Background: an optimization exercise with open tools, aiming at small area. Do not read the settings as production practice.
Function was checked by simulation only, so behaviour that the tests miss may differ from the original.
Power and IR drop assume default switching activity.

==> inputs of trial 59 <==
Design TopLevel, start of the top module:
module TopLevel(
	input clk,
	input rst,
	output reg [9:0] output_data,
	output SPWM_1,
	output SPWM_2
);
Settings: LEC_CHECK=0, ABC_AREA=1, CAP_MARGIN=20, CORE_MARGIN=2, CORE_UTILIZATION=20, CTS_CLUSTER_SIZE=30, GPL_TIMING_DRIVEN=0, PLACE_DENSITY=0.35, SLEW_MARGIN=20, SYNTH_MEMORY_MAX_BITS=262144; clock period 10.0 ns.
standard.sh (not shown) runs the stock make flow with config.mk's settings and CLKGATE_MAP_FILE= SYNTH_SCRIPT=/design/flow/synth_recipe.tcl, a recipe that flattens the netlist after the stock synthesis.
==> flow/flow/run.sh <==
#!/bin/bash
# Own layout flow: the standard layout (standard.sh, ORFS make), with one
# change to synthesis: the final ABC mapping uses an area-oriented script
# (flow/area.abc) and no buffering/upsizing, and the ORFS adder
# extraction (extract_fa) and Kogge-Stone lookahead map are not used.
# Port buffers use the smallest buffer cell.
# Everything else (Yosys front end, -nofsm -noshare, flattening, renaming,
# floorplan, PDN, placement, CTS, routing) is the standard flow.
set -euo pipefail
W=$(pwd)
# synthesis script: ORFS synth.tcl with only its abc call replaced
sed "s#log_cmd abc {\*}\$abc_args#abc -script $W/flow/area.abc {*}\$lib_args {*}\$lib_dont_use_args#" \
  "$FLOW_HOME/scripts/synth.tcl" > "$W/own_synth_body.tcl"
grep -q "flow/area.abc" "$W/own_synth_body.tcl"
sed "s#source \$::env(SCRIPTS_DIR)/synth.tcl#source $W/own_synth_body.tcl#" \
  "$W/synth_recipe.tcl" > "$W/own_synth.tcl"
grep -q "own_synth_body.tcl" "$W/own_synth.tcl"
bash "$W/standard.sh" SYNTH_SCRIPT="$W/own_synth.tcl" ADDER_MAP_FILE= SYNTH_OPERATIONS_ARGS=-nordff BUFFER_PORTS_ARGS="-buffer_cell sky130_fd_sc_hd__buf_1" CTS_ARGS="-sink_clustering_enable -repair_clock_nets -dont_use_dummy_load -sink_clustering_size 30 -sink_clustering_max_diameter 100" finish \
  > "$W/flow_make.log" 2>&1
test -f "$W/out/final.def"
==> flow/flow/area.abc <==
strash
&get -n
&deepsyn -T 60
&put
dch -f
amap
==> build 78: changes against trial 59 <==
--- a/flow/design.v
+++ b/flow/design.v
@@ -4,55 +4,30 @@
 	input [9:0] input_signal,
 	input en_inc,						 
 	output reg SPWM_1,
 	output reg SPWM_2
 );
 reg [9:0] conteo;
-wire [9:0] sum;
-wire [9:2] cy;
-assign sum[1:0] = conteo[1:0];
-assign sum[2] = ~conteo[2];
-assign cy[3]  = conteo[2];
-assign sum[3] = ~(conteo[3] ^ cy[3]);
-assign cy[4]  = conteo[3] | cy[3];
-assign sum[4] = conteo[4] ^ cy[4];
-assign cy[5]  = conteo[4] & cy[4];
-assign sum[5] = conteo[5] ^ cy[5];
-assign cy[6]  = conteo[5] & cy[5];
-assign sum[6] = ~(conteo[6] ^ cy[6]);
-assign cy[7]  = conteo[6] | cy[6];
-assign sum[7] = ~(conteo[7] ^ cy[7]);
-assign cy[8]  = conteo[7] | cy[7];
-assign sum[8] = conteo[8] ^ cy[8];
-assign cy[9]  = conteo[8] & cy[8];
-assign sum[9] = conteo[9] ^ cy[9];
-wire [10:0] lt, eq;
-assign lt[10] = 1'b0;
-assign eq[10] = 1'b1;
-genvar j;
-generate for (j = 9; j >= 0; j = j - 1) begin : cmp
-	assign lt[j] = lt[j+1] | (eq[j+1] & ~input_signal[j] & conteo[j]);
-	assign eq[j] = eq[j+1] & ~(input_signal[j] ^ conteo[j]);
-end endgenerate
+localparam [9:0] limite = 1023 / 5;
 always @(posedge clk) begin
 	if (rst) begin
 		conteo <= 0;
-	end else if (~|input_signal) begin
-		conteo <= sum;
+	end else if (input_signal == 10'd0) begin
+		conteo <= conteo + limite;
 	end
 end
 always @(posedge clk) begin
 	if (rst) begin
 		SPWM_1 <= 1'b0;
 		SPWM_2 <= 1'b0;
 	end else if (en_inc) begin
 		SPWM_2 <= 1'b0;
-		SPWM_1 <= (lt[0] | eq[0]) & ~&input_signal;
+		SPWM_1 <= input_signal <= conteo && input_signal != 10'd1023;
 	end else begin
 		SPWM_1 <= 1'b0;
-		SPWM_2 <= ~lt[0];
+		SPWM_2 <= input_signal >= conteo;
 	end
 end
 endmodule
 module mem2(
 	input  [9:0] k,
 	output reg [8:0] g
@@ -576,217 +551,193 @@
 end
 endmodule
 module tracker(
 	input clk,
 	input load0,		 
 	input step,			 
-	input grant,		 
-	input [8:0] g,
-	output need,
-	output reg [9:0] v,
-	output reg rg,		 
-	output at15358,
-	output at15359,
-	output wrap			 
+	output reg [9:0] v
 );
 reg [8:0] r;
-wire [9:0] vc = {vc[8:0] & v[8:0], 1'b1};
-wire [8:0] rb = {rb[7:0] & ~r[7:0], 1'b1};
-wire vmax = &v;
-wire last = r[0] & ~|r[8:1];
-assign need = ~rg & ~|r;
-assign at15359 = ~rg & vmax & last;
-assign at15358 = ~rg & vmax & r[1] & ~r[0] & ~|r[8:2];
-assign wrap = step & rg & vmax;
+wire [9:0] v1 = v + 1'b1;
+wire [8:0] g;
+mem2 tab(.k(v1), .g(g));
 always @(posedge clk) begin
 	if (load0) begin
 		v <= 10'd0;
-		r <= 9'd0;
-		rg <= 1'b0;
-	end else if (need) begin
-		if (grant)
-			r <= g;
+		r <= 9'd306;
 	end else if (step) begin
-		if (rg | last) begin
-			v <= v ^ vc;
-			if (vmax)
-				rg <= ~rg;
+		if (r == 9'd1) begin
+			v <= v1;
+			r <= g;
+		end else begin
+			r <= r - 1'b1;
 		end
-		if (~rg)
-			r <= r ^ rb;
 	end
 end
 endmodule
 module Incrementador(
 	input clk,
 	input rst,
 	input en,
-	input rg,				 
-	input at15359,			 
-	input wrap,				 
-	output load0,			 
-	output step				 
+	output at_end,			 
+	output [9:0] value		 
 );
+reg [14:0] i;
 reg [1:0] contador;
-reg b14;					 
-wire run = en | (~b14 & ~rg & ~at15359);
+wire run = en || i < 15'd15359;
+wire stp = run && contador[1];
+wire [14:0] inext = i + 1'b1;
 always @(posedge clk) begin
 	if (rst) begin
 		contador <= 0;
-		b14 <= 1'b0;
+		i <= 0;
 	end else if (run) begin
 		if (contador[1]) begin
+			i <= inext;
 			contador <= 0;
-			if (wrap)
-				b14 <= ~b14;
 		end else begin
-			contador <= {contador[0], ~contador[0]};
+			contador <= contador + 1'b1;
 		end
 	end else begin
 		contador <= 0;
-		b14 <= 1'b0;
+		i <= 0;
 	end
 end
-assign step = run & contador[1];
-assign load0 = rst | ~run;
+wire [9:0] v;
+tracker trk(.clk(clk), .load0(rst || !run || (stp && inext[13:0] == 14'd0)), .step(stp), .v(v));
+assign at_end = i[13:0] == 14'd15358;
+assign value = (&i[13:10]) ? 10'd0 : v;
 endmodule
 module Decrementador(
 	input clk,
 	input rst,
 	input en,
-	input rg,				 
-	input at15359,			 
 	output at_zero,			 
-	output zero_value,		 
-	output load0,			 
-	output step				 
+	output [9:0] value		 
 );
+reg [13:0] i;
 reg [1:0] contador;
 reg dz, dzh;
-wire run = en | (~rg & ~at15359);
+wire run = en || i < 14'd15359;
+wire stp = run && contador[1];
+wire [13:0] inext = i + 1'b1;
 always @(posedge clk) begin
 	if (rst) begin
 		contador <= 0;
+		i <= 0;
 		dz <= 1'b1;
 		dzh <= 1'b0;
 	end else if (run) begin
 		if (contador[1]) begin
+			i <= inext;
 			contador <= 0;
 			dz <= 1'b0;
 		end else begin
-			contador <= {contador[0], ~contador[0]};
+			contador <= contador + 1'b1;
 		end
 	end else begin
 		contador <= 0;
+		i <= 0;
 		dz <= 1'b1;
-		dzh <= ~at15359;
+		dzh <= i != 14'd15359;
 	end
 end
-assign step = run & contador[1];
-assign load0 = rst | ~run;
-assign at_zero = dz ? ~dzh : at15359;
-assign zero_value = dz | rg;
+wire [9:0] v;
+tracker trk(.clk(clk), .load0(rst || !run || (stp && inext == 14'd0)), .step(stp), .v(v));
+assign at_zero = dz ? !dzh : (i == 14'd15359);
+assign value = (dz || &i[13:10]) ? 10'd0 : ~v;
 endmodule
 module contador1(
 	input clk,
 	input rst,
 	input inc_end,				 
 	input dec_zero,				 
 	input [9:0] v_inc,			 
 	input [9:0] v_dec,			 
 	output reg en_inc,			 
 	output reg [9:0] salida		 
 );
 reg contador;
-reg [2:0] cont;
+reg [2:0] cont_in_inc;
+reg [2:0] cont_in_dec;
 reg e_inc;
-reg [2:0] c;
+reg [2:0] c_inc, c_dec;
 always @(posedge clk) begin
 	if (rst) begin
 		en_inc <= 1'b1;
 		salida <= 0;
-		cont <= 0;
+		cont_in_inc <= 0;
+		cont_in_dec <= 0;
 		contador <= 0;
 	end else begin
 		e_inc = en_inc;
-		c = cont;
+		c_inc = cont_in_inc;
+		c_dec = cont_in_dec;
 		if (inc_end && e_inc) begin
 			contador <= ~contador;
 			if (contador) begin
-				c = {c[2] ^ (c[1] & c[0]), c[1] ^ c[0], ~c[0]};
-				if (c == 3'd5) begin
+				c_inc = c_inc + 1'b1;
+				c_dec = 0;
+				if (c_inc == 3'd5) begin
 					e_inc = 1'b0;
-					c = 0;
+					c_inc = 0;
 				end
 			end
 		end else begin
 			salida <= en_inc ? v_inc : v_dec;
 		end
 		if (dec_zero && !e_inc) begin
 			contador <= ~contador;
 			if (contador) begin
-				c = {c[2] ^ (c[1] & c[0]), c[1] ^ c[0], ~c[0]};
-				if (c == 3'd5) begin
+				c_dec = c_dec + 1'b1;
+				c_inc = 0;
+				if (c_dec == 3'd5) begin
 					e_inc = 1'b1;
-					c = 0;
+					c_dec = 0;
 				end
 			end
 		end else begin
 			salida <= e_inc ? v_inc : v_dec;
 		end
 		en_inc <= e_inc;
-		cont <= c;
+		cont_in_inc <= c_inc;
+		cont_in_dec <= c_dec;
 	end
 end
 endmodule
 module TopLevel(
 	input clk,
 	input rst,
 	output reg [9:0] output_data,
 	output SPWM_1,
 	output SPWM_2
 );
 wire en_inc;
-wire inc_load0, inc_step, inc_rg, inc_15358, inc_15359, inc_wrap;
-wire dec_load0, dec_step, dec_rg, dec_15359, dec_zero, dec_zval;
-wire [9:0] vi, vd, salida;
-wire need_i, need_d;
-wire [8:0] g;
+wire inc_end, dec_zero;
+wire [9:0] v_inc, v_dec, salida;
 Incrementador inst_inc(
 	.clk(clk),
 	.rst(rst),
 	.en(en_inc),
-	.rg(inc_rg),
-	.at15359(inc_15359),
-	.wrap(inc_wrap),
-	.load0(inc_load0),
-	.step(inc_step)
+	.at_end(inc_end),
+	.value(v_inc)
 );
 Decrementador inst_dec(
 	.clk(clk),
 	.rst(rst),
 	.en(!en_inc),
-	.rg(dec_rg),
-	.at15359(dec_15359),
 	.at_zero(dec_zero),
-	.zero_value(dec_zval),
-	.load0(dec_load0),
-	.step(dec_step)
+	.value(v_dec)
 );
-mem2 inst_mem2(.k(need_i ? vi : vd), .g(g));
-tracker trk_inc(.clk(clk), .load0(inc_load0), .step(inc_step), .grant(1'b1), .g(g), .need(need_i),
-	.v(vi), .rg(inc_rg), .at15358(inc_15358), .at15359(inc_15359), .wrap(inc_wrap));
-tracker trk_dec(.clk(clk), .load0(dec_load0), .step(dec_step), .grant(!need_i), .g(g), .need(need_d),
-	.v(vd), .rg(dec_rg), .at15358(), .at15359(dec_15359), .wrap());
 contador1 inst_contador1(
 	.clk(clk),
 	.rst(rst),
-	.inc_end(inc_15358),
+	.inc_end(inc_end),
 	.dec_zero(dec_zero),
-	.v_inc(inc_rg ? 10'd0 : vi),
-	.v_dec(dec_zval ? 10'd0 : ~vd),
+	.v_inc(v_inc),
+	.v_dec(v_dec),
 	.en_inc(en_inc),
 	.salida(salida)
 );
 always @(posedge clk) begin
 	if (rst)
 		output_data <= 10'd0;
==> flow/run.sh (new file) <==
#!/bin/bash
# synth_recipe.tcl (not shown) runs the flow's synth.tcl, then flattens the netlist and writes it again
# the make line also repeats each setting of config.mk as NAME=value (left out here)
make -C /OpenROAD-flow-scripts/flow DESIGN_CONFIG=/design/flow/config.mk WORK_HOME=/design/flow/orfs CLKGATE_MAP_FILE= SYNTH_SCRIPT=/design/flow/synth_recipe.tcl finish
Settings changed: ABC_AREA 1 to default, CTS_CLUSTER_SIZE 30 to default, GPL_TIMING_DRIVEN 0 to default.
removed: flow/flow/run.sh
removed: flow/flow/area.abc
removed: flow/standard.sh
==> build 29: changes against trial 59 <==
--- a/flow/flow/run.sh
+++ b/flow/flow/run.sh
@@ -12,9 +12,9 @@
 sed "s#log_cmd abc {\*}\$abc_args#abc -script $W/flow/area.abc {*}\$lib_args {*}\$lib_dont_use_args#" \
   "$FLOW_HOME/scripts/synth.tcl" > "$W/own_synth_body.tcl"
 grep -q "flow/area.abc" "$W/own_synth_body.tcl"
 sed "s#source \$::env(SCRIPTS_DIR)/synth.tcl#source $W/own_synth_body.tcl#" \
   "$W/synth_recipe.tcl" > "$W/own_synth.tcl"
 grep -q "own_synth_body.tcl" "$W/own_synth.tcl"
-bash "$W/standard.sh" SYNTH_SCRIPT="$W/own_synth.tcl" ADDER_MAP_FILE= SYNTH_OPERATIONS_ARGS=-nordff BUFFER_PORTS_ARGS="-buffer_cell sky130_fd_sc_hd__buf_1" CTS_ARGS="-sink_clustering_enable -repair_clock_nets -dont_use_dummy_load -sink_clustering_size 30 -sink_clustering_max_diameter 100" finish \
+bash "$W/standard.sh" SYNTH_SCRIPT="$W/own_synth.tcl" ADDER_MAP_FILE= SYNTH_OPERATIONS_ARGS=-nordff BUFFER_PORTS_ARGS="-buffer_cell sky130_fd_sc_hd__buf_1" finish \
   > "$W/flow_make.log" 2>&1
 test -f "$W/out/final.def"
==> build 15: changes against trial 59 <==
--- a/flow/flow/run.sh
+++ b/flow/flow/run.sh
@@ -12,9 +12,9 @@
 sed "s#log_cmd abc {\*}\$abc_args#abc -script $W/flow/area.abc {*}\$lib_args {*}\$lib_dont_use_args#" \
   "$FLOW_HOME/scripts/synth.tcl" > "$W/own_synth_body.tcl"
 grep -q "flow/area.abc" "$W/own_synth_body.tcl"
 sed "s#source \$::env(SCRIPTS_DIR)/synth.tcl#source $W/own_synth_body.tcl#" \
   "$W/synth_recipe.tcl" > "$W/own_synth.tcl"
 grep -q "own_synth_body.tcl" "$W/own_synth.tcl"
-bash "$W/standard.sh" SYNTH_SCRIPT="$W/own_synth.tcl" ADDER_MAP_FILE= SYNTH_OPERATIONS_ARGS=-nordff BUFFER_PORTS_ARGS="-buffer_cell sky130_fd_sc_hd__buf_1" CTS_ARGS="-sink_clustering_enable -repair_clock_nets -dont_use_dummy_load -sink_clustering_size 30 -sink_clustering_max_diameter 100" finish \
+bash "$W/standard.sh" SYNTH_SCRIPT="$W/own_synth.tcl" ADDER_MAP_FILE= SYNTH_OPERATIONS_ARGS=-nordff BUFFER_PORTS_ARGS="-buffer_cell sky130_fd_sc_hd__buf_1" finish \
   > "$W/flow_make.log" 2>&1
 test -f "$W/out/final.def"
Settings changed: CTS_BUF_LIST from default to sky130_fd_sc_hd__clkbuf_8, CTS_CLUSTER_SIZE 30 to 20.
==> summary of the runs <==
- Build 29 completed without violations. Build 15 ran to the end with no violations. Trial 59 produced a clean layout. Build 78 finished with timing, DRC and antenna clean.
- In sequential power, build 29 and trial 59 hardly differ.
- In hold slack, build 29 and trial 59 hardly differ.
- In build 78 the count of clock-buffer cells in the layout is higher than in build 15, by 2.
- Between trial 59 and build 78, the lower synthesized cell count is in trial 59 (gap 58%, measured against build 78).
- The lowest clock skew belongs to build 29, the highest to trial 59.
- Of trial 59 and build 78, build 78 has the higher register-to-register slack (gap 0.37 ns).
- In flip-flop and latch count, trial 59 and build 15 do not differ.
- Against build 29, the die area of build 78 is higher by 140%.
- In non-clock buffer count, trial 59 and build 15 do not differ.

==> static timing again, ports no longer ideal <==
The results above use ideal ports. As a check the final layouts listed here were re-extracted and re-timed, cells and wires unchanged. Step 1 assumes that a clkbuf_16 drives the clock port and a buf_2 every other input. Step 2 moves the port delays by t, midway between the first and last clock arrival at a register: inputs arrive t later, outputs are due t later. That takes back most of the time a late clock gives input paths. Three values: ideal ports, drivers, drivers and shift; two values: the first two.
run	t, ns	setup WS [ns]	hold WS [ns]	worst data-port slew with drivers (ns)	pins driven straight from the clock port
trial 59	0.372	4.480 / 4.480 / 4.480	0.404 / 0.404 / 0.404	0.03	1
build 78	0.400	4.847 / 4.847 / 4.847	0.411 / 0.411 / 0.411	0.03	1
build 29	0.375	4.462 / 4.462 / 4.462	0.404 / 0.404 / 0.404	0.03	1
build 15	0.395	4.497 / 4.497 / 4.497	0.409 / 0.409 / 0.409	0.03	1
After both steps setup and hold are still met in every run listed.
